Background: an optimization exercise with open tools, aiming at small area and a short achievable clock period. Do not read the settings as production practice.
At most, simulation tests tie the RTL to the original design; equivalence was not proved.
For runs 4 to 7, only the layout was checked, not whether the RTL still works.
The clock port is modelled as an ideal driver; clocking choices that lean on that would not hold on a real chip.
Power is estimated from default activity; no workload was simulated.

File: flow/design.v
module FP16_add #(
    parameter C0 = 0,    
    parameter C1 = 1,    
    parameter C2 = 1,    
    parameter C3 = 1,    
    parameter C4 = 1,    
    parameter C5 = 1     
)(
    input wire [15:0]data1,
    input wire [15:0]data2,
    input wire clk,
    input wire rst,
    input wire input_valid,
    output reg [15:0]data_o,
    output reg output_update
    );
    localparam NS = C0 + C1 + C2 + C3 + C4 + C5;
    reg [NS-1:0] vld;
    always @(posedge clk or posedge rst) begin
        if (rst) vld <= {NS{1'b0}};
        else     vld <= {vld[NS-2:0], input_valid};
    end
    always @(*) output_update = vld[NS-1];
    wire [15:0] a, b;
    generate if (C0) begin : g0
        reg [15:0] ra, rb;
        always @(posedge clk) begin ra <= data1; rb <= data2; end
        assign a = ra; assign b = rb;
    end else begin : p0
        assign a = data1; assign b = data2;
    end endgenerate
    wire [4:0] ea = a[14:10], eb = b[14:10];
    wire ovf_0 = (&a) | (&b);                  
    wire gt_0 = a[14:0] > b[14:0];             
    wire egt = ea > eb;
    wire [4:0] dab = ea - eb, dba = eb - ea;
    wire [4:0] d = egt ? dab : dba;            
    wire [4:0] eh_0 = egt ? ea : eb;           
    wire eq0 = ~(|ea) & ~(|eb);
    wire lowz_0 = ~eq0 & ~((|ea) & (|eb));
    wire [9:0] fa_1, fb_1; wire gt_1, sa_1, sb_1, lowz_1, ovf_1; wire [4:0] sh_1; wire [4:0] eh_1;
    generate if (C1) begin : g1
        reg [9:0] r_fa, r_fb; reg r_gt, r_sa, r_sb, r_lowz, r_ovf; reg [4:0] r_sh; reg [4:0] r_eh;
        always @(posedge clk) begin
            r_fa <= a[9:0]; r_fb <= b[9:0]; r_gt <= gt_0; r_sa <= a[15]; r_sb <= b[15];
            r_lowz <= lowz_0; r_sh <= d; r_eh <= eh_0; r_ovf <= ovf_0;
        end
        assign fa_1 = r_fa; assign fb_1 = r_fb; assign gt_1 = r_gt; assign sa_1 = r_sa; assign sb_1 = r_sb;
        assign lowz_1 = r_lowz; assign sh_1 = r_sh; assign eh_1 = r_eh; assign ovf_1 = r_ovf;
    end else begin : p1
        assign fa_1 = a[9:0]; assign fb_1 = b[9:0]; assign gt_1 = gt_0; assign sa_1 = a[15]; assign sb_1 = b[15];
        assign lowz_1 = lowz_0; assign sh_1 = d; assign eh_1 = eh_0; assign ovf_1 = ovf_0;
    end endgenerate
    wire [9:0] fh_1 = gt_1 ? fa_1 : fb_1;
    wire [9:0] fl_1 = gt_1 ? fb_1 : fa_1;
    wire sgn_1 = gt_1 ? sa_1 : sb_1;
    wire sub_1 = sa_1 ^ sb_1;
    wire zall_1 = ~(|eh_1) & ~gt_1;
    wire [22:0] low23 = {2'b01, fl_1, 11'd0} >> sh_1[3:0];
    wire drop_1 = lowz_1 | (sh_1 > 5'd12);
    wire [12:0] al_1 = drop_1 ? 13'd0 : low23[21:9];
    wire st_1 = ~drop_1 & (|low23[8:0]);
    wire [13:0] lx_1 = {al_1, st_1} ^ {14{sub_1}};
    wire [5:0] eh1_1 = ({1'b0, eh_1} + 6'd1) | {6{ovf_1}};
    wire [13:0] lx_2; wire [5:0] eh1_2; wire [9:0] fh_2; wire sgn_2, sub_2, zall_2;
    generate if (C2) begin : g2
        reg [13:0] r_lx; reg [5:0] r_eh1; reg [9:0] r_fh; reg r_sgn, r_sub, r_zall;
        always @(posedge clk) begin
            r_lx <= lx_1; r_eh1 <= eh1_1; r_fh <= fh_1; r_sgn <= sgn_1; r_sub <= sub_1; r_zall <= zall_1;
        end
        assign lx_2 = r_lx; assign eh1_2 = r_eh1; assign fh_2 = r_fh;
        assign sgn_2 = r_sgn; assign sub_2 = r_sub; assign zall_2 = r_zall;
    end else begin : p2
        assign lx_2 = lx_1; assign eh1_2 = eh1_1; assign fh_2 = fh_1;
        assign sgn_2 = sgn_1; assign sub_2 = sub_1; assign zall_2 = zall_1;
    end endgenerate
    wire [14:0] hf = {2'b01, fh_2, 3'd0};
    wire [14:0] s_2 = hf + {sub_2, lx_2} + {14'd0, sub_2};
    wire [14:0] s_3; wire [5:0] eh1_3; wire sgn_3, zall_3;
    generate if (C3) begin : g3
        reg [14:0] r_s; reg [5:0] r_eh1; reg r_sgn, r_zall;
        always @(posedge clk) begin
            r_s <= s_2; r_eh1 <= eh1_2; r_sgn <= sgn_2; r_zall <= zall_2;
        end
        assign s_3 = r_s; assign eh1_3 = r_eh1; assign sgn_3 = r_sgn; assign zall_3 = r_zall;
    end else begin : p3
        assign s_3 = s_2; assign eh1_3 = eh1_2; assign sgn_3 = sgn_2; assign zall_3 = zall_2;
    end endgenerate
    wire [11:0] t = s_3[14:3];
    wire nz2 = |t[11:8], nz1 = |t[7:4], nz0 = |t[3:0];
    wire [1:0] q2 = {~t[11] & ~t[10], ~t[11] & (t[10] | ~t[9])};
    wire [1:0] q1 = {~t[7] & ~t[6], ~t[7] & (t[6] | ~t[5])};
    wire [1:0] q0 = {~t[3] & ~t[2], ~t[3] & (t[2] | ~t[1])};
    wire [1:0] qf = nz2 ? q2 : nz1 ? q1 : q0;
    wire [3:0] lz = {~nz2 & ~nz1, ~nz2 & nz1, qf};
    wire [14:0] n1 = nz2 ? s_3 : nz1 ? {s_3[10:0], 4'd0} : {s_3[6:0], 8'd0};
    wire [14:0] n4 = n1 << qf;
    wire [9:0] m_3 = n4[13:4];                 
    wire rnd_3 = n4[3] & (n4[4] | (|n4[2:0]));
    wire [6:0] e0_3 = {1'b0, eh1_3} - {3'd0, lz};
    wire z_3 = zall_3 | ~(nz2 | nz1 | nz0);    
    wire [9:0] m_4; wire rnd_4, z_4; wire [6:0] e0_4; wire sgn_4;
    generate if (C4) begin : g4
        reg [9:0] r_m; reg r_rnd, r_z; reg [6:0] r_e0; reg r_sgn;
        always @(posedge clk) begin
            r_m <= m_3; r_rnd <= rnd_3; r_e0 <= e0_3; r_sgn <= sgn_3; r_z <= z_3;
        end
        assign m_4 = r_m; assign rnd_4 = r_rnd; assign e0_4 = r_e0; assign sgn_4 = r_sgn; assign z_4 = r_z;
    end else begin : p4
        assign m_4 = m_3; assign rnd_4 = rnd_3; assign e0_4 = e0_3; assign sgn_4 = sgn_3; assign z_4 = z_3;
    end endgenerate
    reg [9:0] mr;
    integer j;
    always @(*)
        for (j = 0; j < 10; j = j + 1)
            mr[j] = m_4[j] ^ (rnd_4 & (&(m_4 | ~((10'd1 << j) - 10'd1))));
    wire c = rnd_4 & (&m_4);                   
    wire ones = &e0_4[4:0];
    wire ovf = (e0_4[6:5] == 2'b01) | (c & ones & (e0_4[6:5] == 2'b00));
    wire neg = e0_4[6] & ~(c & ones);
    wire [4:0] ef = e0_4[4:0] + {4'd0, c};
    wire [15:0] res = ovf ? 16'hffff : (z_4 | neg) ? 16'h0000 : {sgn_4, ef, mr};
    generate if (C5) begin : g5
        reg [15:0] r_o;
        always @(posedge clk) r_o <= res;
        always @(*) data_o = r_o;
    end else begin : p5
        always @(*) data_o = res;
    end endgenerate
endmodule
File: flow/flow/run.sh
#!/bin/bash
# Standard ORFS layout (the standard.sh) with three changes:
#  - port buffers use the smallest buffer cell instead of the delay cell
#    that buffer_ports picks by default;
#  - the clock tree is built from clkbuf_4 cells, without dummy loads;
#  - after CTS, flow/post_cts.tcl upsizes to clkbuf_8 the clock buffers
#    whose flip-flop clock pins see a slow slew.
# Each tool's full output stays in orfs/logs; make's output goes to
# standard_flow.log.
set -euo pipefail
export BUFFER_PORTS_ARGS="-buffer_cell sky130_fd_sc_hd__buf_1"
export CTS_ARGS="-sink_clustering_enable -repair_clock_nets -buf_list sky130_fd_sc_hd__clkbuf_4 -dont_use_dummy_load"
export POST_CTS_TCL="$PWD/flow/post_cts.tcl"
bash standard.sh finish > standard_flow.log 2>&1
File: flow/flow/post_cts.tcl
estimate_parasitics -placement
set my_up [dict create]
foreach pin [all_registers -clock_pins -edge_triggered] {
  set worst 0
  foreach edge {rise fall} {
    foreach an {min max} {
      set s [expr {[sta::time_ui_sta [get_property $pin slew_${an}_$edge]] * 1e12}]
      if {$s > $worst} { set worst $s }
    }
  }
  if {$worst > 100} {
    set net [get_nets -of_objects $pin]
    foreach drv [get_pins -of_objects $net -filter "direction==output"] {
      set inst [get_cells -of_objects $drv]
      if {[get_property $inst ref_name] eq "sky130_fd_sc_hd__clkbuf_4"} {
        dict set my_up [get_full_name $inst] 1
      }
    }
  }
}
foreach name [dict keys $my_up] {
  replace_cell [get_cells $name] sky130_fd_sc_hd__clkbuf_8
}
puts "post_cts: upsized [dict size $my_up] clock buffers"
if {[dict size $my_up] > 0} {
  detailed_placement
  check_placement -verbose
  estimate_parasitics -placement
}
File: flow/standard.sh
#!/bin/bash
# synth_recipe.tcl (not shown) runs the flow's synth.tcl, then flattens the netlist and writes it again
# the make line also repeats each setting of config.mk as NAME=value (left out here)
make -C /OpenROAD-flow-scripts/flow DESIGN_CONFIG=/design/flow/config.mk WORK_HOME=/design/flow/orfs CLKGATE_MAP_FILE= SYNTH_SCRIPT=/design/flow/synth_recipe.tcl "${@:-finish}"
File: flow/config.mk
export PLATFORM = sky130hd
export DESIGN_NAME = FP16_add
export DESIGN_NICKNAME = FP16_add
export VERILOG_FILES = /design/flow/design.v
export SDC_FILE = /design/flow/constraint.sdc
export NUM_CORES = 4
export LEC_CHECK = 0
export ABC_AREA = 1
export CAP_MARGIN = 20
export CORE_MARGIN = 2
export CORE_UTILIZATION = 60
export PLACE_DENSITY = 0.7
export SETUP_SLACK_MARGIN = 2.2
export SLEW_MARGIN = 20
export TNS_END_PERCENT = 0
File: flow/constraint.sdc
create_clock -name core_clock -period 4.0 [get_ports {clk}]
set_input_delay 0.8000 -clock core_clock [delete_from_list [all_inputs] [get_ports {clk}]]
set_output_delay 0.8000 -clock core_clock [all_outputs]
set_load 0.01 [all_outputs]
==> results.yml, run 1 <==
run_status:
  status: "no timing/DRC/antenna violations"
yosys:
  ys_ff_latch: 132
  ys.flop_type: "dfxtp_1"
  syn_area_per_cell_sq_um: 8.072
  async_flop_share_pct: 3.788
  synth_cell_types: 49
  syn_nets: 861
  synth_top_area_share_pct: 40.28
  synth_area_leader_cell: "dfxtp_1"
  ys_top_cells_by_area: "dfxtp_1 (40%), nand2_1 (11%), ha_1 (8.1%)"
  ys_warn_count: 1
  netlist_instances: 782
  yosysSeqAreaShare_pct: 42.26
  synth-edff-count: 0
  synth_area_sq_mm: 0.006312
setup_path:
  worstPathRequired_ps: 4400
  critPathArrivalTime_ps: 2440
  path_buf_inv: 2
  slowest_stage: "fa_2"
  crit_fanout: 10
  worstSetupStartpointType: "register"
  crit_path_max_incr_delay_ps: 400
  cp_top_family: "adder cells"
  endpoint_kind: "register"
  path_class: "register to register"
  path_cells: "nor2_4, nand3_4, o21ai_4, nand2_2, nand2_4, inv_4, ha_4, fa_2, o21ai_2, nor2_1, nand2_1, inv_1"
  reg2reg_slack_ps: 1970
grt:
  grt_pass1_wl_um: 22200
  track_usage_pct: 24.77
  first_global_vias: 5033
  antenna_found_initial: 0
  gr-total-overflow: 0
  grt_max_degree: 24
timing:
  maxSlewViolCount: 0
  fin_crit_sh_pct: 50.86
  setup_viol: 0
  fin_skew_ps: 30.15
  relSlewSlack_pct: 65.75
  clock.fmax_ghz: 0.4915
  tns_ps: 0
  timing.hold.ws_ps: 134.4
  worstMarginPinSlew_ps: 513.1
  hold_viol_final: 0
  fin_crit_ps: 2034
  rsz0062_at_grt: "yes"
floorplanning:
  core_region_area_sq_mm: 0.01028
  fp.dieW_um: 106.6
  rows: 37
  die_h_um: 106.6
  die-area_sq_mm: 0.01136
  ios: 52
  start_util_pct: 61.42
route:
  routedWlPerCell_um: 13.69
  drcViolationCount: 0
  ant_nets: 0
  drt-total-wl_um: 13570
  vias: 5352
  vias_per_cell: 5.401
  first_pass_iters: 5
  drtIter0Drc: 385
clock_tree:
  cts.sinks: 132
  clock_latency_ps: 530
  clk_pin_slew_ps: 90
  cts_tree: "built"
power_and_ir_drop:
  p_leak_nw: 3.325
  peakVddDrop_mv: 0.3782
  p_total_mw: 4.638
  power_density_mw_per_mm2: 657.6
cells_and_area:
  multi_input_area_sq_mm: 0.003361
  n_fill_cell: 878
  seq_area_sq_mm: 0.002679
  area_growth_syn_to_layout_pct: 11.73
  layout_common_cells: "nand2_1 (181), dfxtp_1 (118), nand3_1 (84), inv_1 (72), buf_1 (50)"
  n_antenna_cell: 0
  nets: 936
  drive_above_1_share_pct: 13.22
  final_common_cell: "nand2_1"
place:
  gp_congestion: 0.9320
  port_buffers: 51
  place_hpwl_um: 10540
hold_path:
  hp-class: "primary input to async pin"
flow_run:
  cap_violations: 0
-- Yosys cell counts (5+ instances only) --
| cell type | number |
|---|---|
| a21oi_1 | 27 |
| buf_2 | 6 |
| buf_6 | 6 |
| clkbuf_1 | 6 |
| dfrtp_1 | 5 |
| dfxtp_1 | 127 |
| ha_1 | 41 |
| inv_1 | 75 |
| inv_2 | 7 |
| nand2_1 | 184 |
| nand2_2 | 11 |
| nand3_1 | 86 |
| nand4_1 | 16 |
| nor2_1 | 28 |
| nor3_1 | 7 |
| o21ai_0 | 38 |
| o21ai_1 | 10 |
| o21ai_2 | 5 |
| o22ai_1 | 8 |
| xnor2_1 | 7 |
| xor2_1 | 38 |
-- cells by family (layout without fill, tap and decap cells) --
family,Yosys count,in the layout,share of synthesized area (%)
AO/OA/AOI/OAI,110,110,10.31
buffers and inverters,102,175,6.997
XOR/XNOR,45,45,6.244
flip-flops,132,132,42.26
multiplexers,1,1,0.1586
AND/OR/NAND/NOR,348,348,24.96
adder cells (fa/ha/maj),44,44,9.078
-- stage by stage --
stage	worst slack [ps]	cells	instance area (sq um)	util, %
global placement	1311	952	6601	64.23
floorplan	1925	782	6359	-
detailed placement	1238	952	6601	64.23
global route	1832	991	7053	68.63
finish	1966	991	7053	68.63
-- state kept, by name (all words and copies together) (netlist names), 5 cells and up --
signal and cells:
g1.r_eh 5, g1.r_fa 10, g1.r_fb 10, g1.r_sh 5, g2.r_eh1 6, g2.r_fh 10
g2.r_lx 14, g3.r_eh1 6, g3.r_s 15, g4.r_e0 7, g4.r_m 10, g5.r_o 16
vld 5
-- final timing paths --
check,from,to,cells after the start
min reg2reg,g2.r_sgn,g3.r_sgn,0
max reg2reg,g3.r_s[10],g4.r_e0[6],12
min in group core_clock,g2.r_sgn,g3.r_sgn,0
max in group asynchronous,rst,vld[4],2
min,rst,vld[0],2
max,g3.r_s[10],g4.r_e0[6],12
-- power breakdown --
group	switching, mW	internal, mW	leakage [nW]	total, mW
Sequential	0.256	1.73	1.13	1.99
Combinational	1.24	0.812	2.11	2.06
Clock	0.381	0.214	0.0834	0.595
Total	1.88	2.76	3.33	4.64
-- area by class of cell --
type	count	area share, %
Multi-Input combinational cell	548	47.65
Tap cell	136	2.413
Clock buffer	17	1.987
Timing Repair Buffer	75	5.340
Sequential cell	132	37.98
Inverter	83	4.630
-- routing by layer --
metal | vias to the layer above | GRT usage, % | routed length [um]
met5 | - | 0 | 0
met4 | 0 | 11.78 | 346
met3 | 31 | 5.957 | 656
met2 | 157 | 42.31 | 6783
met1 | 2443 | 29.27 | 5779
li1 | 2721 | - | -
==> inputs of run 2 (changes only) <==
--- a/flow/config.mk
+++ b/flow/config.mk
@@ -6,10 +6,10 @@
 export NUM_CORES = 4
 export LEC_CHECK = 0
 export ABC_AREA = 1
-export CAP_MARGIN = 20
+export CAP_MARGIN = 0
 export CORE_MARGIN = 2
-export CORE_UTILIZATION = 60
-export PLACE_DENSITY = 0.7
+export CORE_UTILIZATION = 40
+export PLACE_DENSITY = 0.6
 export SETUP_SLACK_MARGIN = 2.2
-export SLEW_MARGIN = 20
+export SLEW_MARGIN = 0
 export TNS_END_PERCENT = 0
==> results.yml, run 2 <==
yosys:
  synth_top_area_share_pct: 40.28
  synth_area_sq_mm: 0.006312
  syn_area_per_cell_sq_um: 8.072
  synth_common_cells: "nand2_1 (184), dfxtp_1 (127), nand3_1 (86), inv_1 (75), ha_1 (41)"
  synth_cell_types: 49
  syn_nets: 861
  ys_warn_count: 1
  synth_area_leader_cell: "dfxtp_1"
  synth-edff-count: 0
  yosysSeqAreaShare_pct: 42.26
  async_flop_share_pct: 3.788
  netlist_instances: 782
  ys.flop_type: "dfxtp_1"
  ys_top_cells_by_area: "dfxtp_1 (40%), nand2_1 (11%), ha_1 (8.1%)"
  ys_ff_latch: 132
  synth_most_common_cell: "nand2_1"
timing:
  fin_skew_ps: 28.74
  worstMarginPinSlew_ps: 552.5
  setup_slack_ps: 2055
  fin_crit_ps: 1945
  tns_ps: 0
  hold_viol_final: 0
  fin_crit_sh_pct: 48.62
  maxSlewViolCount: 0
  clock.fmax_ghz: 0.5142
  rsz0062_at_grt: "yes"
  relSlewSlack_pct: 63.12
  setup_viol: 0
floorplanning:
  core_region_area_sq_mm: 0.01531
  ios: 52
  start_util_pct: 41.22
  die-area_sq_mm: 0.01680
  rows: 45
  die_h_um: 129.6
  fp.dieW_um: 129.6
power_and_ir_drop:
  p_seq_share_pct: 42.7
  clkPwrFrac_pct: 14.0
  p_leak_nw: 3.342
  internal_power_mw: 2.803
  switching_share_pct: 39.82
  switchingPower_mw: 1.855
  power_density_mw_per_mm2: 645.9
  comb_power_share_pct: 43.4
  peakVddDrop_mv: 0.2201
setup_path:
  critPathArrivalTime_ps: 2360
  crit_path_max_incr_delay_ps: 390
  slowest_stage: "fa_2"
  reg2regPathDepth: 14
  path_cells: "inv_1, nand2_1, inv_2, nand2_8, nor2_4, inv_4, nor2_4, nor2_4, buf_8, fa_2, o21ai_2, nor2_1, nand2_1, inv_1"
  worstPathRequired_ps: 4410
  crit_fanout: 8
  path_class: "register to register"
  worstSetupStartpointType: "register"
  cp_common_cell: "nor2_4"
  endpoint_kind: "register"
hold_path:
  hp-class: "primary input to async pin"
clock_tree:
  cts.sinks: 132
  clock_latency_ps: 520
  clk_pin_slew_ps: 80
  cts_tree: "built"
grt:
  track_usage_pct: 16.32
  first_global_vias: 4731
  grt_pass1_wl_um: 21690
  antenna_found_initial: 1
  grt_max_degree: 23
  gr-total-overflow: 0
route:
  ant_nets: 0
  vias: 5134
  drt-total-wl_um: 13110
  first_pass_iters: 5
  drcViolationCount: 0
  routedWlPerCell_um: 12.28
  vias_per_cell: 4.807
  drtIter0Drc: 168
cells_and_area:
  top_regs: "g5.r_o: 16 flops, g3.r_s: 15 flops, g2.r_lx: 14 flops"
  largest_register_ffs: 16
  drive_above_1_share_pct: 13.67
  area_growth_syn_to_layout_pct: 14.25
  top_register: "g5.r_o"
  final_common_cell: "nand2_1"
  layout_common_cells: "nand2_1 (180), dfxtp_1 (117), nand3_1 (85), inv_1 (71), buf_1 (49)"
  nets: 937
place:
  port_buffers: 51
  gp_congestion: 0.9536
  place_hpwl_um: 10090
  dp_slack_ps: 1313
flow_run:
  cap_violations: 0
run_status:
  status: "no timing/DRC/antenna violations"
run 2: cell counts after synthesis:
Identical to the previous run, type by type.
run 2: logic make-up (layout without fill, tap and decap cells):
family,count (synthesis),count (layout),synth area share (%)
XOR/XNOR,45,45,6.244
flip-flops,132,132,42.26
buffers and inverters,102,176,6.997
AO/OA/AOI/OAI,110,110,10.31
other,0,1,0
adder cells (fa/ha/maj),44,44,9.078
AND/OR/NAND/NOR,348,348,24.96
multiplexers,1,1,0.1586
run 2: cell type report:
cell class	instances	area, sq um
tap	211	264.0
sequential	132	2680
clock buffer	17	165.2
multi-input combinational	548	3382
fill	1611	8103
timing repair buffer	76	389.1
antenna	1	2.502
inverter	83	329.1
run 2: stage by stage:
stage,power (mW),instances,hold slack [ps],area [sq um],util [%]
6_report,4.658,1068,132.3,7212,47.09
5_1_grt,5.070,1068,105.1,7212,47.09
3_5_place_dp,3.804,1027,312.1,6695,43.72
3_3_place_gp,3.790,1027,310.5,6695,43.72
2_1_floorplan,3.412,782,309.6,6359,-
run 2: power groups by stage:
stage	clock network, mW	registers [mW]	logic, mW
after floorplan	0	1.97	1.44
after global placement	0	1.99	1.80
after detailed placement	0	2.00	1.80
after global routing	0.735	2.03	2.31
final	0.650	1.99	2.02
run 2: worst max-delay path: cells and delay by family (launching register included):
kind                       cells  cell delay (ps)
AOI/OAI and AO/OA              1              160
adders and majority gates      1              390
DFF                            1              340
buffers and inverters          5              380
and+or+nand+nor                7              570
run 2: final timing paths:
kind	end	slack [ps]	from
worst max-delay path	g4.r_e0[6]	2060	g3.r_s[13]
worst min-delay path	vld[0]	130	rst
worst max register to register	g4.r_e0[6]	2060	g3.r_s[13]
worst min register to register	g3.r_eh1[3]	330	g2.r_eh1[3]
max in group asynchronous	vld[4]	3700	rst
min in group core_clock	g3.r_eh1[3]	330	g2.r_eh1[3]
run 2: per-layer routing:
metal	global-route usage, %	routed length [um]	share of wire [%]	vias up
met2	27.69	6393	49	99
met4	5.503	177	1.3	0
met3	4.253	471	3.6	16
met1	20.15	6071	46	2290
met5	0	0	0	-
li1	-	-	-	2729
==> inputs of run 3 (changes only) <==
--- a/flow/config.mk
+++ b/flow/config.mk
@@ -6,10 +6,10 @@
 export NUM_CORES = 4
 export LEC_CHECK = 0
 export ABC_AREA = 1
-export CAP_MARGIN = 0
+export CAP_MARGIN = 20
 export CORE_MARGIN = 2
 export CORE_UTILIZATION = 40
 export PLACE_DENSITY = 0.6
 export SETUP_SLACK_MARGIN = 2.2
-export SLEW_MARGIN = 0
+export SLEW_MARGIN = 20
 export TNS_END_PERCENT = 0
==> results.yml, run 3 <==
floorplanning:
  ios: 52
  die_h_um: 129.6
  fp.dieW_um: 129.6
  core_region_area_sq_mm: 0.01531
  die-area_sq_mm: 0.01680
  rows: 45
  start_util_pct: 41.22
cells_and_area:
  seq_area_sq_mm: 0.002680
  area_growth_syn_to_layout_pct: 14.25
  top_regs: "g5.r_o: 16 flops, g3.r_s: 15 flops, g2.r_lx: 14 flops"
  n_fill_cell: 1611
  largest_register_ffs: 16
  final_common_cell: "nand2_1"
  nets: 937
  layout_common_cells: "nand2_1 (180), dfxtp_1 (117), nand3_1 (85), inv_1 (71), buf_1 (49)"
  drive_above_1_share_pct: 13.67
  multi_input_area_sq_mm: 0.003382
  top_register: "g5.r_o"
  fin_cells: 1068
  utilization_pct: 47.09
setup_path:
  crit_fanout: 8
  cp_common_cell: "nor2_4"
  worstPathRequired_ps: 4410
  worstSetupStartpointType: "register"
  path_buf_inv: 5
  path_cells: "inv_1, nand2_1, inv_2, nand2_8, nor2_4, inv_4, nor2_4, nor2_4, buf_8, fa_2, o21ai_2, nor2_1, nand2_1, inv_1"
  cp_top_family: "simple AND/OR/NAND/NOR gates"
  slowest_stage: "fa_2"
  endpoint_kind: "register"
  path_class: "register to register"
  critPathArrivalTime_ps: 2360
  crit_path_max_incr_delay_ps: 390
power_and_ir_drop:
  p_total_mw: 4.658
  p_seq_share_pct: 42.7
  clkPwrFrac_pct: 14.0
  switching_share_pct: 39.82
  internal_power_mw: 2.803
  switchingPower_mw: 1.855
  peakVddDrop_mv: 0.2201
  p_leak_nw: 3.342
  comb_power_share_pct: 43.4
  power_density_mw_per_mm2: 645.9
timing:
  hold_viol_final: 0
  fin_crit_ps: 1945
  clock.fmax_ghz: 0.5142
  maxSlewViolCount: 0
  tns_ps: 0
  worstMarginPinSlew_ps: 552.5
  fin_crit_sh_pct: 48.62
  fin_skew_ps: 28.74
  setup_viol: 0
  relSlewSlack_pct: 63.12
  rsz0062_at_grt: "yes"
yosys:
  synth_most_common_cell: "nand2_1"
  netlist_instances: 782
  yosysSeqAreaShare_pct: 42.26
  ys_top_cells_by_area: "dfxtp_1 (40%), nand2_1 (11%), ha_1 (8.1%)"
  ys_warn_count: 1
  synth_cell_types: 49
  synth_common_cells: "nand2_1 (184), dfxtp_1 (127), nand3_1 (86), inv_1 (75), ha_1 (41)"
  synth_top_area_share_pct: 40.28
  ys_ff_latch: 132
  async_flop_share_pct: 3.788
  synth_area_leader_cell: "dfxtp_1"
  syn_area_per_cell_sq_um: 8.072
  synth_area_sq_mm: 0.006312
  syn_nets: 861
  synth-edff-count: 0
  ys.flop_type: "dfxtp_1"
run_status:
  status: "no timing/DRC/antenna violations"
route:
  routedWlPerCell_um: 12.28
  first_pass_iters: 5
  drcViolationCount: 0
  drtIter0Drc: 168
  vias: 5134
  drt-total-wl_um: 13110
  vias_per_cell: 4.807
  ant_nets: 0
place:
  placed_cells: 1027
  gp_congestion: 0.9536
  port_buffers: 51
  place_hpwl_um: 10090
grt:
  gr-total-overflow: 0
  first_global_vias: 4731
  antenna_found_initial: 1
  grt_pass1_wl_um: 21690
  grt_max_degree: 23
  track_usage_pct: 16.32
clock_tree:
  cts_tree: "built"
  cts.sinks: 132
  clock_latency_ps: 520
  clk_pin_slew_ps: 80
hold_path:
  hp-class: "primary input to async pin"
flow_run:
  cap_violations: 0
run 3: final timing paths:
kind | endpoint | slack, ps | cells after the start | startpoint
setup / recovery | g4.r_e0[6] | 2060 | 14 | g3.r_s[13]
setup reg to reg | g4.r_e0[6] | 2060 | 14 | g3.r_s[13]
hold / removal | vld[0] | 130 | 2 | rst
hold reg to reg | g3.r_eh1[3] | 330 | 0 | g2.r_eh1[3]
min in group core_clock | g3.r_eh1[3] | 330 | 0 | g2.r_eh1[3]
max in group asynchronous | vld[4] | 3700 | 2 | rst
run 3: per-layer routing:
layer  global-route usage [%]  routed length, um
met4                    5.503                177
met3                    4.253                471
met2                    27.69               6393
met5                        0                  0
met1                    20.15               6071
run 3: worst reg2reg max path, delay by kind of cell, from the launching register on:
| family | cells | cell delay [ps] |
|---|---|---|
| flops | 1 | 340 |
| compound gates | 1 | 160 |
| simple gates | 7 | 570 |
| buf+inv | 5 | 380 |
| fa+ha+maj | 1 | 390 |
run 3: kinds of logic after synthesis:
| family | after synthesis | share of synthesized area [%] |
|---|---|---|
| DFF | 132 | 42.26 |
| xor gates and xnor gates | 45 | 6.244 |
| adders and majority gates | 44 | 9.078 |
| and+or+nand+nor | 348 | 24.96 |
| buffers and inverters | 102 | 6.997 |
| AOI/OAI and AO/OA | 110 | 10.31 |
| muxes | 1 | 0.1586 |
run 3: power groups by stage:
stage | logic (mW) | clock network (mW) | registers (mW)
after floorplan | 1.44 | 0 | 1.97
after global placement | 1.80 | 0 | 1.99
after detailed placement | 1.80 | 0 | 2.00
after global routing | 2.31 | 0.735 | 2.03
final | 2.02 | 0.650 | 1.99
run 3: cell type report:
class                   count  area share (%)
diodes                      1         0.03470
clock buffers              17           2.290
inverters                  83           4.563
multi-input cells         548           46.89
flip-flops and latches    132           37.16
well taps                 211           3.661
repair buffers             76           5.396
run 3: per-stage QoR:
stage / area (sq um) / setup WS (ps) / hold WS (ps)
2_1_floorplan: 6359 / 1925 / 309.6
3_3_place_gp: 6695 / 1358 / 310.5
3_5_place_dp: 6695 / 1313 / 312.1
5_1_grt: 7212 / 1947 / 105.1
6_report: 7212 / 2055 / 132.3
==> inputs of run 4 (changes only) <==
--- a/flow/design.v
+++ b/flow/design.v
@@ -109,17 +109,10 @@
     end else begin : p4
         assign m_4 = m_3; assign rnd_4 = rnd_3; assign e0_4 = e0_3; assign sgn_4 = sgn_3; assign z_4 = z_3;
     end endgenerate
-    reg [9:0] mr;
-    integer j;
-    always @(*)
-        for (j = 0; j < 10; j = j + 1)
-            mr[j] = m_4[j] ^ (rnd_4 & (&(m_4 | ~((10'd1 << j) - 10'd1))));
-    wire c = rnd_4 & (&m_4);                   
-    wire ones = &e0_4[4:0];
-    wire ovf = (e0_4[6:5] == 2'b01) | (c & ones & (e0_4[6:5] == 2'b00));
-    wire neg = e0_4[6] & ~(c & ones);
-    wire [4:0] ef = e0_4[4:0] + {4'd0, c};
-    wire [15:0] res = ovf ? 16'hffff : (z_4 | neg) ? 16'h0000 : {sgn_4, ef, mr};
+    wire [16:0] er = {e0_4, m_4} + {16'd0, rnd_4};
+    wire ovf = (er[16:15] == 2'b01);
+    wire neg = er[16];
+    wire [15:0] res = ovf ? 16'hffff : (z_4 | neg) ? 16'h0000 : {sgn_4, er[14:0]};
     generate if (C5) begin : g5
         reg [15:0] r_o;
         always @(posedge clk) r_o <= res;
==> results.yml, run 4 <==
grt:
  grt_max_degree: 26
  met1_usage_pct: 20.97
  busiest_layer: "met2"
  track_usage_pct: 17.50
  antenna_found_initial: 1
  grt_pass1_wl_um: 23230
  first_global_vias: 4987
  gr-total-overflow: 0
  grtUsageMet3_pct: 4.170
  grtUsageMet2_pct: 30.34
timing:
  worstMarginPinSlew_ps: 486.6
  setup_viol: 0
  relSlewSlack_pct: 67.14
  clock.fmax_ghz: 0.5196
  fin_crit_ps: 1925
  fin_crit_sh_pct: 48.12
  fin_skew_ps: 25.91
  rsz0062_at_grt: "yes"
  timing.hold.ws_ps: 142.2
  hold_viol_final: 0
  tns_ps: 0
  maxSlewViolCount: 0
hold_path:
  hp-class: "primary input to async pin"
route:
  drt-total-wl_um: 14350
  ant_nets: 0
  routedWlPerCell_um: 13.14
  vias_per_cell: 4.933
  first_pass_iters: 5
  drcViolationCount: 0
  drtIter0Drc: 239
  vias: 5387
floorplanning:
  die_h_um: 129.1
  rows: 45
  fp.dieW_um: 129.1
  ios: 52
  core_region_area_sq_mm: 0.01526
  start_util_pct: 41.03
  die-area_sq_mm: 0.01667
setup_path:
  r2r_start: "g3.r_s[13]"
  path_cells: "nor2_4, nand3_4, buf_6, o21ai_4, a21oi_4, buf_4, fa_2, o21ai_2, nor2_1, nand2_1, inv_1"
  crit_fanout: 4
  path_buf_inv: 3
  endpoint_kind: "register"
  r2r-end: "g4.r_e0[6]"
  cp-endpoint: "g4.r_e0[6]"
  critPathArrivalTime_ps: 2330
  crit_path_start: "g3.r_s[13]"
  worstPathRequired_ps: 4410
  path_class: "register to register"
  reg2regPathDepth: 11
  slowest_stage: "fa_2"
  critical_path_depth: 11
  reg2reg_slack_ps: 2080
  crit_path_max_incr_delay_ps: 370
  worstSetupStartpointType: "register"
  cp_top_family: "simple AND/OR/NAND/NOR gates"
yosys:
  synth_area_leader_cell: "dfxtp_1"
  syn_nets: 870
  ys_top_cells_by_area: "dfxtp_1 (41%), nand2_1 (12%), ha_1 (8.0%)"
  synth_top_area_share_pct: 40.61
  synth_area_sq_mm: 0.006261
  syn_area_per_cell_sq_um: 7.905
  synth-edff-count: 0
  ys.flop_type: "dfxtp_1"
  synth_common_cells: "nand2_1 (199), dfxtp_1 (127), nand3_1 (86), inv_1 (83), o21ai_0 (44)"
  synth_most_common_cell: "nand2_1"
  async_flop_share_pct: 3.788
  ys_ff_latch: 132
  synth_cell_types: 46
  ys_warn_count: 1
  yosysSeqAreaShare_pct: 42.61
  netlist_instances: 792
clock_tree:
  cts_tree: "built"
  clock_latency_ps: 520
  clk_pin_slew_ps: 80
  cts.sinks: 132
power_and_ir_drop:
  switchingPower_mw: 1.954
  power_density_mw_per_mm2: 634.0
  p_seq_share_pct: 41.7
  clkPwrFrac_pct: 13.4
  peakVddDrop_mv: 0.2452
  internal_power_mw: 2.863
  switching_share_pct: 40.57
  p_leak_nw: 3.484
  comb_power_share_pct: 44.9
cells_and_area:
  final_common_cell: "nand2_1"
  area_growth_syn_to_layout_pct: 21.36
  layout_common_cells: "nand2_1 (185), dfxtp_1 (119), inv_1 (71), nand3_1 (67), buf_1 (46)"
  largest_register_ffs: 16
  drive_above_1_share_pct: 17.73
  utilization_pct: 49.80
  top_regs: "g5.r_o: 16 flops, g3.r_s: 15 flops, g2.r_lx: 14 flops"
  nets: 960
  top_register: "g5.r_o"
place:
  port_buffers: 51
  place_hpwl_um: 10460
  gp_congestion: 0.8744
flow_run:
  cap_violations: 0
run_status:
  status: "no timing/DRC/antenna violations"
-- run 4: layer usage --
layer	part of all wire, %	vias to the layer above
met5	0	-
met4	1.6	0
met3	4.0	19
met2	50	136
met1	44	2444
li1	-	2788
-- run 4: cell type report --
| type | instances | area, sq um |
|---|---|---|
| timing repair buffer | 85 | 486.7 |
| antenna | 1 | 2.502 |
| tap | 211 | 264.0 |
| sequential | 132 | 2683 |
| inverter | 85 | 344.1 |
| clock buffer | 17 | 165.2 |
| timing repair inverter | 2 | 12.51 |
| fill | 1466 | 7660 |
| multi-input combinational | 559 | 3641 |
-- run 4: power groups by stage --
stage	clock [mW]	combinational, mW	sequential [mW]
floorplan	0	1.38	1.96
global placement	0	1.79	1.99
detailed placement	0	1.79	1.99
global route	0.731	2.43	2.05
finish	0.645	2.16	2.01
-- run 4: kinds of logic (layout without fill, tap and decap cells) --
group	count (synthesis)	in the layout	share of synthesized area (%)
AO/OA/AOI/OAI	102	102	9.412
XOR/XNOR	48	48	6.715
adder cells (fa/ha/maj)	43	43	8.953
buffers and inverters	103	189	6.635
flip-flops	132	132	42.61
multiplexers	2	2	0.3198
other	0	1	0
AND/OR/NAND/NOR	362	364	25.36
-- run 4: through the flow --
stage	instances	total power [mW]	setup slack, ps	cell area, sq um
after global routing	1092	5.213	1999	7599
after global placement	1038	3.780	1254	6718
final	1092	4.817	2075	7599
after floorplan	792	3.342	1921	6347
after detailed placement	1038	3.777	1176	6718
-- run 4: worst min-delay path by stage --
stage	startpoint	cells past startpoint	slack, ps	endpoint
finish	rst	2	140	vld[4]
global route	rst	2	110	vld[4]
detailed placement	g2.r_eh1[1]	0	310	g3.r_eh1[1]
global placement	g2.r_eh1[5]	0	310	g3.r_eh1[5]
floorplan	g2.r_eh1[0]	0	310	g3.r_eh1[0]
==> inputs of run 5 (changes only) <==
--- a/flow/config.mk
+++ b/flow/config.mk
@@ -10,6 +10,6 @@
 export CORE_MARGIN = 2
 export CORE_UTILIZATION = 40
 export PLACE_DENSITY = 0.6
-export SETUP_SLACK_MARGIN = 2.2
+export SETUP_SLACK_MARGIN = 2.0
 export SLEW_MARGIN = 20
 export TNS_END_PERCENT = 0
==> results.yml, run 5 <==
grt:
  track_usage_pct: 16.84
  gr-total-overflow: 0
  grt_pass1_wl_um: 22340
  antenna_found_initial: 1
  first_global_vias: 4780
  grt_max_degree: 25
yosys:
  synth_most_common_cell: "nand2_1"
  synth-edff-count: 0
  synth_common_cells: "nand2_1 (199), dfxtp_1 (127), nand3_1 (86), inv_1 (83), o21ai_0 (44)"
  netlist_instances: 792
  synth_area_sq_mm: 0.006261
  yosysSeqAreaShare_pct: 42.61
  ys.flop_type: "dfxtp_1"
  synth_area_leader_cell: "dfxtp_1"
  ys_warn_count: 1
  synth_top_area_share_pct: 40.61
  syn_area_per_cell_sq_um: 7.905
  async_flop_share_pct: 3.788
  synth_cell_types: 46
  syn_nets: 870
  ys_top_cells_by_area: "dfxtp_1 (41%), nand2_1 (12%), ha_1 (8.0%)"
  ys_ff_latch: 132
setup_path:
  worstSetupStartpointType: "register"
  worstPathRequired_ps: 4390
  reg2reg_slack_ps: 2030
  path_cells: "ha_4, ha_4, nand3_4, inv_2, nand3_4, nor2_4, nand2_4, or3_4, nand3_4, o21ai_1"
  endpoint_kind: "register"
  path_class: "register to register"
  cp_common_cell: "nand3_4"
  critPathArrivalTime_ps: 2360
  reg2regPathDepth: 10
  crit_fanout: 8
  crit_path_max_incr_delay_ps: 470
  slowest_stage: "or3_4"
cells_and_area:
  area_growth_syn_to_layout_pct: 17.09
  nets: 941
  multi_input_area_sq_mm: 0.003538
  drive_above_1_share_pct: 12.66
  final_common_cell: "nand2_1"
  seq_area_sq_mm: 0.002680
  top_register: "g5.r_o"
  top_regs: "g5.r_o: 16 flops, g3.r_s: 15 flops, g2.r_lx: 14 flops"
  layout_common_cells: "nand2_1 (191), dfxtp_1 (121), nand3_1 (83), inv_1 (72), buf_1 (46)"
  largest_register_ffs: 16
  n_fill_cell: 1497
timing:
  fin_crit_ps: 1970
  fin_crit_sh_pct: 49.25
  setup_viol: 0
  worstMarginPinSlew_ps: 520.2
  rsz0062_at_grt: "yes"
  hold_viol_final: 0
  maxSlewViolCount: 0
  clock.fmax_ghz: 0.5076
  tns_ps: 0
  relSlewSlack_pct: 64.87
  fin_skew_ps: 32.03
  setup_slack_ps: 2030
route:
  vias: 5317
  drt-total-wl_um: 14000
  vias_per_cell: 4.955
  first_pass_iters: 5
  ant_nets: 0
  drtIter0Drc: 254
  drcViolationCount: 0
  routedWlPerCell_um: 13.04
place:
  place_hpwl_um: 10460
  dp_slack_ps: 1176
  port_buffers: 51
  gp_congestion: 0.8744
floorplanning:
  fp.dieW_um: 129.1
  ios: 52
  start_util_pct: 41.03
  die_h_um: 129.1
  core_region_area_sq_mm: 0.01526
  die-area_sq_mm: 0.01667
  rows: 45
power_and_ir_drop:
  clkPwrFrac_pct: 13.5
  p_leak_nw: 3.369
  internal_power_mw: 2.792
  p_seq_share_pct: 42.7
  switchingPower_mw: 1.908
  comb_power_share_pct: 43.9
  power_density_mw_per_mm2: 641.1
  switching_share_pct: 40.59
  peakVddDrop_mv: 0.2475
run_status:
  status: "no timing/DRC/antenna violations"
clock_tree:
  cts_tree: "built"
  clock_latency_ps: 520
  cts.sinks: 132
  clk_pin_slew_ps: 80
hold_path:
  hp-class: "primary input to async pin"
flow_run:
  cap_violations: 0
## run 5: cell counts after synthesis
No cell type changed its count.
## run 5: path summary, 6_finish.rpt
path / startpoint / to
max: g4.r_rnd / g5.r_o[8]
min: rst / vld[4]
max reg2reg: g4.r_rnd / g5.r_o[8]
min reg2reg: g2.r_eh1[4] / g3.r_eh1[4]
max in group asynchronous: rst / vld[1]
min in group core_clock: g2.r_eh1[4] / g3.r_eh1[4]
## run 5: power by group through the flow
stage / clock (mW) / sequential (mW) / combinational [mW]
after floorplan: 0 / 1.96 / 1.38
after global placement: 0 / 1.99 / 1.79
after detailed placement: 0 / 1.99 / 1.79
after global routing: 0.721 / 2.05 / 2.34
final: 0.633 / 2.00 / 2.06
## run 5: kinds of logic after synthesis
family	Yosys count	synth area share [%]
AO/OA/AOI/OAI	102	9.412
XOR/XNOR	48	6.715
adder cells (fa/ha/maj)	43	8.953
buffers and inverters	103	6.635
flip-flops	132	42.61
multiplexers	2	0.3198
AND/OR/NAND/NOR	362	25.36
## run 5: area by class of cell
type,count,share of cell area (%)
multi-input combinational,559,48.27
sequential,132,36.56
timing repair buffer,66,4.642
inverter,85,4.557
tap,211,3.601
clock buffer,17,2.168
timing repair inverter,2,0.1707
antenna,1,0.03414
## run 5: routing by layer
metal  global-route usage [%]  wire [um]
met2                    28.76       6970
met5                        0          0
met3                    3.633        559
met4                    7.545        312
met1                    20.38       6152
## run 5: through the flow
stage	instance area (sq um)	util [%]	power [mW]	std cells	hold slack (ps)
final	7331	48.04	4.700	1073	150.8
after floorplan	6347	-	3.342	792	309.6
after detailed placement	6718	44.03	3.777	1038	312.1
after global placement	6718	44.03	3.780	1038	311.1
after global routing	7331	48.04	5.102	1073	120.1
## run 5: worst max-delay path: cells and delay by family (launching register included)
| family | cells | cell delay (ps) |
|---|---|---|
| DFF | 1 | 350 |
| and+or+nand+nor | 6 | 1040 |
| AOI/OAI and AO/OA | 1 | 80 |
| buffers and inverters | 1 | 70 |
| adders and majority gates | 2 | 300 |
==> inputs of run 6 (changes only) <==
--- a/flow/flow/run.sh
+++ b/flow/flow/run.sh
@@ -1,5 +1,8 @@
 #!/bin/bash
-# Standard ORFS layout (the standard.sh) with three changes:
+# Standard ORFS layout (the standard.sh) with these changes:
+#  - synthesis leaves adders to ABC instead of mapping them onto the
+#    library's ripple full/half-adder cells (ADDER_MAP_FILE left empty);
+#    registers are mapped exactly as in the standard synthesis;
 #  - port buffers use the smallest buffer cell instead of the delay cell
 #    that buffer_ports picks by default;
 #  - the clock tree is built from clkbuf_4 cells, without dummy loads;
@@ -11,4 +14,4 @@
 export BUFFER_PORTS_ARGS="-buffer_cell sky130_fd_sc_hd__buf_1"
 export CTS_ARGS="-sink_clustering_enable -repair_clock_nets -buf_list sky130_fd_sc_hd__clkbuf_4 -dont_use_dummy_load"
 export POST_CTS_TCL="$PWD/flow/post_cts.tcl"
-bash standard.sh finish > standard_flow.log 2>&1
+bash standard.sh ADDER_MAP_FILE= finish > standard_flow.log 2>&1
--- a/flow/config.mk
+++ b/flow/config.mk
@@ -10,6 +10,6 @@
 export CORE_MARGIN = 2
 export CORE_UTILIZATION = 40
 export PLACE_DENSITY = 0.6
-export SETUP_SLACK_MARGIN = 2.0
+export SETUP_SLACK_MARGIN = 2.2
 export SLEW_MARGIN = 20
 export TNS_END_PERCENT = 0
==> results.yml, run 6 <==
floorplanning:
  die-area_sq_mm: 0.01699
  fp.dieW_um: 130.3
  core_region_area_sq_mm: 0.01571
  rows: 46
  ios: 52
  die_h_um: 130.3
  start_util_pct: 40.63
timing:
  hold_viol_final: 0
  setup_slack_ps: 2164
  timing.hold.ws_ps: 88.31
  tns_ps: 0
  relSlewSlack_pct: 71.29
  fin_crit_ps: 1836
  clock.fmax_ghz: 0.5447
  worstMarginPinSlew_ps: 427.8
  rsz0062_at_grt: "yes"
  maxSlewViolCount: 0
  fin_skew_ps: 30.08
  setup_viol: 0
  fin_crit_sh_pct: 45.90
place:
  placed_cells: 1129
  dp_slack_ps: 1569
  port_buffers: 51
  gp_congestion: 0.8511
  placed_area_sq_mm: 0.006819
  place_hpwl_um: 10770
yosys:
  yosysSeqAreaShare_pct: 41.79
  synth_top_area_share_pct: 39.83
  netlist_instances: 877
  ys_ff_latch: 132
  async_flop_share_pct: 3.788
  synth_common_cells: "nand2_1 (252), dfxtp_1 (127), inv_1 (89), nand3_1 (88), nor2_1 (61)"
  synth_cell_types: 53
  synth_area_leader_cell: "dfxtp_1"
  ys.flop_type: "dfxtp_1"
  synth_area_sq_mm: 0.006384
  syn_nets: 912
  syn_area_per_cell_sq_um: 7.279
  ys_warn_count: 1
  synth_most_common_cell: "nand2_1"
  ys_top_cells_by_area: "dfxtp_1 (40%), nand2_1 (15%), nand3_1 (6.9%)"
  synth-edff-count: 0
power_and_ir_drop:
  p_seq_share_pct: 43.9
  switching_share_pct: 41.16
  clkPwrFrac_pct: 14.6
  p_total_mw: 4.481
  internal_power_mw: 2.637
  comb_power_share_pct: 41.6
  p_leak_nw: 3.360
  switchingPower_mw: 1.844
  peakVddDrop_mv: 0.2034
  power_density_mw_per_mm2: 637.0
cells_and_area:
  layout_common_cells: "nand2_1 (247), dfxtp_1 (124), nand3_1 (88), inv_1 (84), nor2_1 (60)"
  fin_cells: 1150
  utilization_pct: 44.77
  area_growth_syn_to_layout_pct: 10.19
  nets: 970
  top_regs: "g5.r_o: 16 flops, g3.r_s: 15 flops, g2.r_lx: 14 flops"
  final_common_cell: "nand2_1"
  drive_above_1_share_pct: 10.93
  top_register: "g5.r_o"
  final_area_sq_mm: 0.007034
  largest_register_ffs: 16
setup_path:
  path_cells: "clkbuf_2"
  reg2regPathDepth: 7
  worstPathRequired_ps: 3200
  worstSetupStartpointType: "register"
  critPathArrivalTime_ps: 1040
  crit_fanout: 1
  slowest_stage: "dfrtp_1"
  cp_top_family: "flip-flops"
  endpoint_kind: "output pin"
  r2r-end: "g2.r_lx[9]"
  path_class: "register to output pin"
  reg2reg_slack_ps: 2250
  crit_path_start: "vld[4]"
  crit_path_max_incr_delay_ps: 360
  r2r_start: "g1.r_sh[1]"
  path_buf_inv: 1
route:
  vias: 5540
  vias_per_cell: 4.817
  drcViolationCount: 0
  drtIter0Drc: 251
  routedWlPerCell_um: 11.71
  drt-total-wl_um: 13470
  first_pass_iters: 5
  ant_nets: 0
clock_tree:
  cts.sinks: 132
  cts_tree: "built"
  clock_latency_ps: 560
  clk_pin_slew_ps: 90
grt:
  gr-total-overflow: 0
  grt_max_degree: 23
  first_global_vias: 4977
  antenna_found_initial: 1
  track_usage_pct: 16.92
  grt_pass1_wl_um: 22590
run_status:
  status: "no timing/DRC/antenna violations"
flow_run:
  cap_violations: 0
hold_path:
  hp-class: "primary input to async pin"
run 6: cell count changes after synthesis, moves of 7 or more:
cell,previous run,this run
o21ai_0,44,37
o21ai_1,3,10
a21oi_1,26,16
nand2_2,0,12
ha_1,40,0
nand2_1,199,252
inv_2,1,12
nor2_1,33,61
run 6: metal layers:
| layer | wire, um | GRT usage [%] |
|---|---|---|
| met5 | 0 | 0 |
| met4 | 204 | 6.070 |
| met3 | 509 | 4.551 |
| met2 | 6557 | 29.38 |
| met1 | 6197 | 20.15 |
run 6: cell families after synthesis:
group                  synth area share (%)
buffers and inverters                 7.585
AO/OA/AOI/OAI                         9.938
flip-flops                            41.79
multiplexers                         0.1568
AND/OR/NAND/NOR                       34.22
XOR/XNOR                              6.311
run 6: layout make-up:
| cell class | instances | area, sq um |
|---|---|---|
| antenna | 1 | 2.502 |
| clock buffer | 17 | 165.2 |
| fill | 1648 | 8678 |
| inverter | 104 | 425.4 |
| multi-input combinational | 625 | 3273 |
| sequential | 132 | 2674 |
| tap | 216 | 270.3 |
| timing repair buffer | 55 | 224.0 |
run 6: worst max-delay path by stage:
stage                          to  slack (ps)  cells after the start
floorplan              g1.r_sh[3]        2140                     11
detailed placement     g1.r_sh[3]        1570                     12
global route        output_update        2070                      1
finish              output_update        2160                      1
global placement       g1.r_sh[3]        1600                     12
run 6: power groups by stage:
stage | Combinational, mW | Clock (mW) | Sequential [mW]
after detailed placement | 1.85 | 0 | 2.00
final | 1.86 | 0.652 | 1.96
after floorplan | 1.47 | 0 | 1.96
after global routing | 2.14 | 0.745 | 2.02
after global placement | 1.83 | 0 | 1.99
==> inputs of run 7 (changes only) <==
--- a/flow/config.mk
+++ b/flow/config.mk
@@ -9,6 +9,7 @@
 export CAP_MARGIN = 20
 export CORE_MARGIN = 2
 export CORE_UTILIZATION = 40
+export GPL_TIMING_DRIVEN = 0
 export PLACE_DENSITY = 0.6
 export SETUP_SLACK_MARGIN = 2.2
 export SLEW_MARGIN = 20
==> results.yml, run 7 <==
run_status:
  status: "no timing/DRC/antenna violations"
yosys:
  ys.flop_type: "dfxtp_1"
  yosysSeqAreaShare_pct: 41.79
  synth_top_area_share_pct: 39.83
  synth_cell_types: 53
  async_flop_share_pct: 3.788
  netlist_instances: 877
  ys_ff_latch: 132
  synth_area_leader_cell: "dfxtp_1"
  ys_top_cells_by_area: "dfxtp_1 (40%), nand2_1 (15%), nand3_1 (6.9%)"
  syn_nets: 912
  synth_most_common_cell: "nand2_1"
  synth-edff-count: 0
  synth_area_sq_mm: 0.006384
  synth_common_cells: "nand2_1 (252), dfxtp_1 (127), inv_1 (89), nand3_1 (88), nor2_1 (61)"
  syn_area_per_cell_sq_um: 7.279
  ys_warn_count: 1
cells_and_area:
  layout_common_cells: "nand2_1 (248), dfxtp_1 (123), nand3_1 (88), inv_1 (86), nor2_1 (59)"
  drive_above_1_share_pct: 13.09
  final_area_sq_mm: 0.007143
  nets: 984
  largest_register_ffs: 16
  area_growth_syn_to_layout_pct: 11.90
  top_register: "g5.r_o"
  final_common_cell: "nand2_1"
  top_regs: "g5.r_o: 16 flops, g3.r_s: 15 flops, g2.r_lx: 14 flops"
  utilization_pct: 45.46
floorplanning:
  die_h_um: 130.3
  start_util_pct: 40.63
  rows: 46
  ios: 52
  fp.dieW_um: 130.3
  die-area_sq_mm: 0.01699
  core_region_area_sq_mm: 0.01571
setup_path:
  r2r_start: "g3.r_s[9]"
  worstSetupStartpointType: "register"
  reg2regPathDepth: 11
  crit_path_max_incr_delay_ps: 350
  endpoint_kind: "output pin"
  slowest_stage: "dfrtp_1"
  critical_path_depth: 1
  r2r-end: "g4.r_e0[5]"
  worstPathRequired_ps: 3200
  cp_top_family: "flip-flops"
  cp-endpoint: "output_update"
  critPathArrivalTime_ps: 1000
  reg2reg_slack_ps: 2280
  crit_path_start: "vld[4]"
  path_class: "register to output pin"
  path_cells: "clkbuf_2"
  crit_fanout: 1
  path_buf_inv: 1
place:
  gp_congestion: 0.8935
  port_buffers: 51
  placed_area_sq_mm: 0.006895
  place_hpwl_um: 11100
timing:
  hold_viol_final: 0
  rsz0062_at_grt: "yes"
  clock.fmax_ghz: 0.5549
  maxSlewViolCount: 0
  relSlewSlack_pct: 67.73
  setup_viol: 0
  tns_ps: 0
  worstMarginPinSlew_ps: 481.8
  fin_skew_ps: 28.85
  fin_crit_sh_pct: 45.05
  fin_crit_ps: 1802
route:
  drt-total-wl_um: 13700
  vias: 5514
  first_pass_iters: 5
  routedWlPerCell_um: 11.77
  ant_nets: 0
  vias_per_cell: 4.737
  drtIter0Drc: 279
  drcViolationCount: 0
clock_tree:
  cts.sinks: 132
  cts_tree: "built"
  clock_latency_ps: 560
  clk_pin_slew_ps: 60
power_and_ir_drop:
  peakVddDrop_mv: 0.2301
  p_leak_nw: 3.447
  power_density_mw_per_mm2: 639.2
grt:
  track_usage_pct: 17.56
  first_global_vias: 5119
  grt_max_degree: 17
  gr-total-overflow: 0
  antenna_found_initial: 1
  grt_pass1_wl_um: 23400
hold_path:
  hp-class: "primary input to async pin"
flow_run:
  cap_violations: 0
==> run 7: report_power, final <==
group          switching, mW  total [mW]  internal (mW)
logic                   1.23        1.95          0.719
registers              0.235        1.95           1.71
clock network          0.403       0.669          0.266
total                   1.87        4.57           2.70
==> run 7: worst min path at each step <==
stage,startpoint,to,depth (start not counted)
after floorplan,g2.r_eh1[0],g3.r_eh1[0],0
after global placement,g2.r_eh1[5],g3.r_eh1[5],0
after global routing,rst,vld[4],2
final,rst,vld[4],2
after detailed placement,g2.r_eh1[4],g3.r_eh1[4],0
==> run 7: area by class of cell <==
cell class / count / area [sq um]
antenna: 1 / 2.502
buffer: 16 / 86.33
sequential: 132 / 2673
fill: 1652 / 8569
timing repair buffer: 53 / 234.0
clock buffer: 17 / 171.4
inverter: 104 / 417.9
multi-input combinational: 625 / 3288
tap: 216 / 270.3
==> run 7: logic make-up (layout without fill, tap and decap cells) <==
| kind of cell | Yosys count | in the layout | share of synthesized area, % |
|---|---|---|---|
| AOI/OAI and AO/OA | 103 | 103 | 9.938 |
| xor gates and xnor gates | 46 | 46 | 6.311 |
| buffers and inverters | 120 | 190 | 7.585 |
| DFF | 132 | 132 | 41.79 |
| muxes | 1 | 1 | 0.1568 |
| other | 0 | 1 | 0 |
| and+or+nand+nor | 475 | 475 | 34.22 |
==> run 7: metal layers <==
metal,global-route usage [%],wire (um),share of wire (%)
met2,31.04,6726,49
met4,6.696,303,2.2
met5,0,0,0
met3,4.387,498,3.6
met1,20.53,6170,45
==> run 7: worst register-to-register path: stages, from the launching register on <==
cell     delay (ps)
dfxtp_1         350
inv_2           100
nand2_1          80
a31oi_1         380
nand2_4         150
nand2_2         100
nand3_1          70
nand2_1         140
nand2_2          80
nand3_1          90
nand2_1          60
nand2_1          50
==> run 7: per-stage QoR <==
stage | setup WS (ps) | power [mW] | hold WS [ps] | instances
floorplan | 2136 | 3.424 | 309.6 | 877
global placement | 1504 | 3.867 | 309.8 | 1144
detailed placement | 1492 | 3.882 | 312.1 | 1144
global route | 2119 | 5.002 | 92.86 | 1164
finish | 2198 | 4.566 | 124.9 | 1164
==> inputs of run 8 (changes only) <==
--- a/flow/design.v
+++ b/flow/design.v
@@ -109,10 +109,17 @@
     end else begin : p4
         assign m_4 = m_3; assign rnd_4 = rnd_3; assign e0_4 = e0_3; assign sgn_4 = sgn_3; assign z_4 = z_3;
     end endgenerate
-    wire [16:0] er = {e0_4, m_4} + {16'd0, rnd_4};
-    wire ovf = (er[16:15] == 2'b01);
-    wire neg = er[16];
-    wire [15:0] res = ovf ? 16'hffff : (z_4 | neg) ? 16'h0000 : {sgn_4, er[14:0]};
+    reg [9:0] mr;
+    integer j;
+    always @(*)
+        for (j = 0; j < 10; j = j + 1)
+            mr[j] = m_4[j] ^ (rnd_4 & (&(m_4 | ~((10'd1 << j) - 10'd1))));
+    wire c = rnd_4 & (&m_4);                   
+    wire ones = &e0_4[4:0];
+    wire ovf = (e0_4[6:5] == 2'b01) | (c & ones & (e0_4[6:5] == 2'b00));
+    wire neg = e0_4[6] & ~(c & ones);
+    wire [4:0] ef = e0_4[4:0] + {4'd0, c};
+    wire [15:0] res = ovf ? 16'hffff : (z_4 | neg) ? 16'h0000 : {sgn_4, ef, mr};
     generate if (C5) begin : g5
         reg [15:0] r_o;
         always @(posedge clk) r_o <= res;
--- a/flow/config.mk
+++ b/flow/config.mk
@@ -9,8 +9,7 @@
 export CAP_MARGIN = 20
 export CORE_MARGIN = 2
 export CORE_UTILIZATION = 40
-export GPL_TIMING_DRIVEN = 0
 export PLACE_DENSITY = 0.6
-export SETUP_SLACK_MARGIN = 2.2
+export SETUP_SLACK_MARGIN = 2.0
 export SLEW_MARGIN = 20
 export TNS_END_PERCENT = 0
==> results.yml, run 8 <==
route:
  vias_per_cell: 4.762
  drt-total-wl_um: 13030
  vias: 5495
  ant_nets: 0
  drtIter0Drc: 278
  routedWlPerCell_um: 11.29
  drcViolationCount: 0
  first_pass_iters: 5
power_and_ir_drop:
  p_total_mw: 4.283
  internal_power_mw: 2.568
  comb_power_share_pct: 39.8
  peakVddDrop_mv: 0.2244
  switchingPower_mw: 1.715
  p_seq_share_pct: 45.4
  switching_share_pct: 40.04
  power_density_mw_per_mm2: 625.5
  clkPwrFrac_pct: 14.7
  p_leak_nw: 3.370
grt:
  grt_pass1_wl_um: 21990
  first_global_vias: 4971
  track_usage_pct: 16.43
  grt_max_degree: 23
  gr-total-overflow: 0
  antenna_found_initial: 1
floorplanning:
  rows: 45
  core_region_area_sq_mm: 0.01531
  ios: 52
  die-area_sq_mm: 0.01676
  start_util_pct: 41.12
  die_h_um: 129.5
  fp.dieW_um: 129.5
setup_path:
  endpoint_kind: "register"
  path_class: "primary input to register"
  worstSetupStartpointType: "primary input"
  crit_fanout: 12
  critPathArrivalTime_ps: 2300
  crit_path_start: "data2[14]"
  r2r_start: "g1.r_sh[1]"
  worstPathRequired_ps: 4430
timing:
  setup_slack_ps: 2128
  setup_viol: 0
  fin_crit_sh_pct: 46.80
  hold_viol_final: 0
  fin_skew_ps: 31.92
  maxSlewViolCount: 0
  fin_crit_ps: 1872
  relSlewSlack_pct: 64.58
  rsz0062_at_grt: "yes"
  worstMarginPinSlew_ps: 530.6
  clock.fmax_ghz: 0.5342
  tns_ps: 0
yosys:
  synth_area_sq_mm: 0.006297
  synth_area_leader_cell: "dfxtp_1"
  synthAdderAreaFrac_pct: 0
  synth_top_family_by_area: "simple AND/OR/NAND/NOR gates"
  ys_top_cells_by_area: "dfxtp_1 (40%), nand2_1 (16%), nand3_1 (7.6%)"
  ys_warn_count: 1
  ys_ff_latch: 132
  synth_most_common_cell: "nand2_1"
  yosysSeqAreaShare_pct: 42.36
  ys.flop_type: "dfxtp_1"
  synth-edff-count: 0
  syn_area_per_cell_sq_um: 7.060
  synth-compound-area-share_pct: 9.318
  synthXorXnorAreaFrac_pct: 5.285
  syn_nets: 927
  yosys.area_share.simple_pct: 34.63
  synth_cell_types: 47
  synth_top_area_share_pct: 40.37
  synthMuxAreaShare_pct: 0.1590
  synth_common_cells: "nand2_1 (263), dfxtp_1 (127), inv_1 (98), nand3_1 (96), nor2_1 (71)"
  netlist_instances: 892
  async_flop_share_pct: 3.788
cells_and_area:
  drive_above_1_share_pct: 6.794
  largest_register_ffs: 16
  fin_cells: 1154
  area_growth_syn_to_layout_pct: 8.742
  nets: 979
  top_register: "g5.r_o"
  final_common_cell: "nand2_1"
  layout_common_cells: "nand2_1 (262), dfxtp_1 (125), inv_1 (97), nand3_1 (96), nor2_1 (71)"
  top_regs: "g5.r_o: 16 flops, g3.r_s: 15 flops, g2.r_lx: 14 flops"
  n_fill_cell: 1630
clock_tree:
  cts_tree: "built"
  cts.sinks: 132
  clk_pin_slew_ps: 90
  clock_latency_ps: 540
place:
  placed_cells: 1136
  port_buffers: 51
  place_hpwl_um: 10470
  gp_congestion: 0.8685
  dp_slack_ps: 1592
flow_run:
  cap_violations: 0
run_status:
  status: "no timing/DRC/antenna violations"
hold_path:
  hp-class: "primary input to async pin"
run 8: per-stage QoR:
step	util, %	hold slack, ps	instance area, sq um
final	44.71	145.2	6848
after global routing	44.71	109.3	6848
after detailed placement	43.50	312.1	6661
after global placement	43.50	310.5	6661
after floorplan	-	309.6	6297
run 8: logic make-up after synthesis:
kind of cell / Yosys count
AO/OA/AOI/OAI: 97
XOR/XNOR: 38
buffers and inverters: 131
flip-flops: 132
multiplexers: 1
AND/OR/NAND/NOR: 493
run 8: metal layers:
layer	part of all wire (%)	global-route usage [%]	vias to the layer above
li1	-	-	2967
met1	47	19.97	2416
met2	48	28.08	95
met3	3.0	4.170	17
met4	1.9	6.199	0
met5	0	0	-
run 8: worst max-delay path, stage by stage:
cell	delay (ps)
buf_1	150
nor2_1	80
or2_1	320
nor2_4	120
nand3_2	110
o21ai_2	410
inv_1	150
o21ai_0	100
nand2_1	60
run 8: layout make-up:
class | instances | area, sq um | area share, %
clock buffer | 17 | 158.9 | 2.320
timing repair buffer | 52 | 198.9 | 2.905
sequential | 132 | 2673 | 39.03
multi-input combinational | 629 | 3124 | 45.62
inverter | 112 | 426.7 | 6.231
tap | 211 | 264.0 | 3.855
antenna | 1 | 2.502 | 0.03654
run 8: worst paths after layout:
kind                               endpoint  slack (ps)  cells after the start
worst max-delay path             g1.r_sh[1]        2130                      9
max in group asynchronous            vld[2]        3700                      2
worst min-delay path                 vld[3]         150                      2
worst max register to register   g2.r_lx[5]        2150                      8
worst min register to register  g3.r_eh1[2]         330                      0
min in group core_clock         g3.r_eh1[2]         330                      0
run 8: power by group through the flow:
| stage | clock network, mW | registers [mW] | logic [mW] |
|---|---|---|---|
| 3_3_place_gp | 0 | 1.97 | 1.70 |
| 3_5_place_dp | 0 | 1.98 | 1.70 |
| 6_report | 0.630 | 1.95 | 1.71 |
| 2_1_floorplan | 0 | 1.94 | 1.35 |
| 5_1_grt | 0.724 | 2.00 | 1.98 |
==> inputs of run 9 (changes only) <==
--- a/flow/config.mk
+++ b/flow/config.mk
@@ -10,6 +10,6 @@
 export CORE_MARGIN = 2
 export CORE_UTILIZATION = 40
 export PLACE_DENSITY = 0.6
-export SETUP_SLACK_MARGIN = 2.0
+export SETUP_SLACK_MARGIN = 2.4
 export SLEW_MARGIN = 20
 export TNS_END_PERCENT = 0
==> results.yml, run 9 <==
route:
  first_pass_iters: 5
  drtIter0Drc: 317
  vias: 5550
  ant_nets: 0
  drcViolationCount: 0
  drt-total-wl_um: 13330
  vias_per_cell: 4.772
  routedWlPerCell_um: 11.46
power_and_ir_drop:
  p_seq_share_pct: 44.6
  comb_power_share_pct: 41.1
  power_density_mw_per_mm2: 621.9
  switchingPower_mw: 1.735
  p_total_mw: 4.357
  p_leak_nw: 3.470
  clkPwrFrac_pct: 14.3
  switching_share_pct: 39.83
  internal_power_mw: 2.622
  peakVddDrop_mv: 0.2226
timing:
  setup_viol: 0
  fin_skew_ps: 30.28
  maxSlewViolCount: 0
  setup_slack_ps: 2195
  fin_crit_ps: 1805
  hold_viol_final: 0
  clock.fmax_ghz: 0.5539
  rsz0062_at_grt: "yes"
  worstMarginPinSlew_ps: 395.3
  fin_crit_sh_pct: 45.13
  timing.hold.ws_ps: 137.9
  tns_ps: 0
  relSlewSlack_pct: 73.30
place:
  gp_congestion: 0.8849
  port_buffers: 51
  placed_area_sq_mm: 0.006664
  place_hpwl_um: 10430
  placed_cells: 1136
  dp_slack_ps: 1633
yosys:
  async_flop_share_pct: 3.788
  ys.flop_type: "dfxtp_1"
  yosysSeqAreaShare_pct: 42.36
  synth_area_leader_cell: "dfxtp_1"
  ys_warn_count: 1
  synth_top_area_share_pct: 40.37
  synth_most_common_cell: "nand2_1"
  ys_ff_latch: 132
  netlist_instances: 892
  syn_area_per_cell_sq_um: 7.060
  ys_top_cells_by_area: "dfxtp_1 (40%), nand2_1 (16%), nand3_1 (7.6%)"
  synth_area_sq_mm: 0.006297
  syn_nets: 927
  synth_cell_types: 47
  synth-edff-count: 0
  synth_common_cells: "nand2_1 (263), dfxtp_1 (127), inv_1 (98), nand3_1 (96), nor2_1 (71)"
floorplanning:
  die_h_um: 129.5
  rows: 45
  fp.dieW_um: 129.5
  core_region_area_sq_mm: 0.01531
  die-area_sq_mm: 0.01676
  ios: 52
  start_util_pct: 41.12
setup_path:
  r2r_start: "g1.r_sh[0]"
  path_buf_inv: 1
  reg2reg_slack_ps: 2220
  path_cells: "buf_6"
  crit_fanout: 1
  slowest_stage: "dfrtp_1"
  worstPathRequired_ps: 3200
  crit_path_max_incr_delay_ps: 380
  reg2regPathDepth: 7
  worstSetupStartpointType: "register"
  r2r-end: "g2.r_lx[3]"
  critPathArrivalTime_ps: 1010
  endpoint_kind: "output pin"
  cp_top_family: "flip-flops"
  path_class: "register to output pin"
grt:
  met1_usage_pct: 20.42
  grt_max_degree: 23
  gr-total-overflow: 0
  busiest_layer: "met2"
  grtUsageMet3_pct: 4.253
  antenna_found_initial: 1
  first_global_vias: 5017
  track_usage_pct: 16.70
  grt_pass1_wl_um: 22430
  grtUsageMet2_pct: 28.67
cells_and_area:
  top_regs: "g5.r_o: 16 flops, g3.r_s: 15 flops, g2.r_lx: 14 flops"
  layout_common_cells: "nand2_1 (262), dfxtp_1 (122), inv_1 (96), nand3_1 (96), nor2_1 (67)"
  area_growth_syn_to_layout_pct: 11.25
  final_area_sq_mm: 0.007005
  utilization_pct: 45.74
  final_common_cell: "nand2_1"
  fin_cells: 1163
  nets: 988
  top_register: "g5.r_o"
  drive_above_1_share_pct: 10.30
  largest_register_ffs: 16
run_status:
  status: "no timing/DRC/antenna violations"
clock_tree:
  clock_latency_ps: 520
  cts_tree: "built"
  clk_pin_slew_ps: 70
  cts.sinks: 132
hold_path:
  hp-class: "primary input to async pin"
flow_run:
  cap_violations: 0
==> run 9: kinds of logic (layout without fill, tap and decap cells) <==
logic type,after synthesis,in the layout,share of synthesized area (%)
xor gates and xnor gates,38,38,5.285
buffers and inverters,131,189,8.245
DFF,132,132,42.36
muxes,1,1,0.1590
and+or+nand+nor,493,494,34.63
other,0,1,0
AOI/OAI and AO/OA,97,97,9.319
==> run 9: power groups by stage <==
stage          Clock (mW)  Sequential, mW  Combinational, mW
3_5_place_dp            0            1.98               1.70
3_3_place_gp            0            1.97               1.69
6_report            0.622            1.95               1.79
5_1_grt             0.719            1.99               2.08
2_1_floorplan           0            1.94               1.35
==> run 9: worst max path at each step <==
stage	start	to	slack [ps]	depth (start not counted)
after detailed placement	data1[14]	g1.r_sh[1]	1630	10
after global placement	data1[14]	g1.r_sh[1]	1660	10
final	vld[4]	output_update	2190	1
after floorplan	data1[14]	g1.r_sh[1]	2090	10
after global routing	g1.r_sh[1]	g2.r_lx[11]	2090	6
==> run 9: layout make-up <==
cell class | instances | area [sq um]
fill | 1616 | 8309
multi-input combinational | 630 | 3172
sequential | 132 | 2679
inverter | 112 | 432.9
timing repair buffer | 60 | 296.5
tap | 211 | 264.0
clock buffer | 17 | 158.9
antenna | 1 | 2.502
==> run 9: routing by layer <==
layer | vias up | part of all wire [%]
li1 | 2996 | -
met1 | 2427 | 47
met2 | 109 | 48
met3 | 18 | 3.9
met4 | 0 | 1.7
met5 | - | 0

Setup slack of run 9, layout unchanged: 2.195 ns with ideal ports, 2.159 ns with driving cells assumed (clock clkbuf_16, inputs buf_2), 1.744 ns with port delays also shifted by the 0.544 ns mid clock arrival.
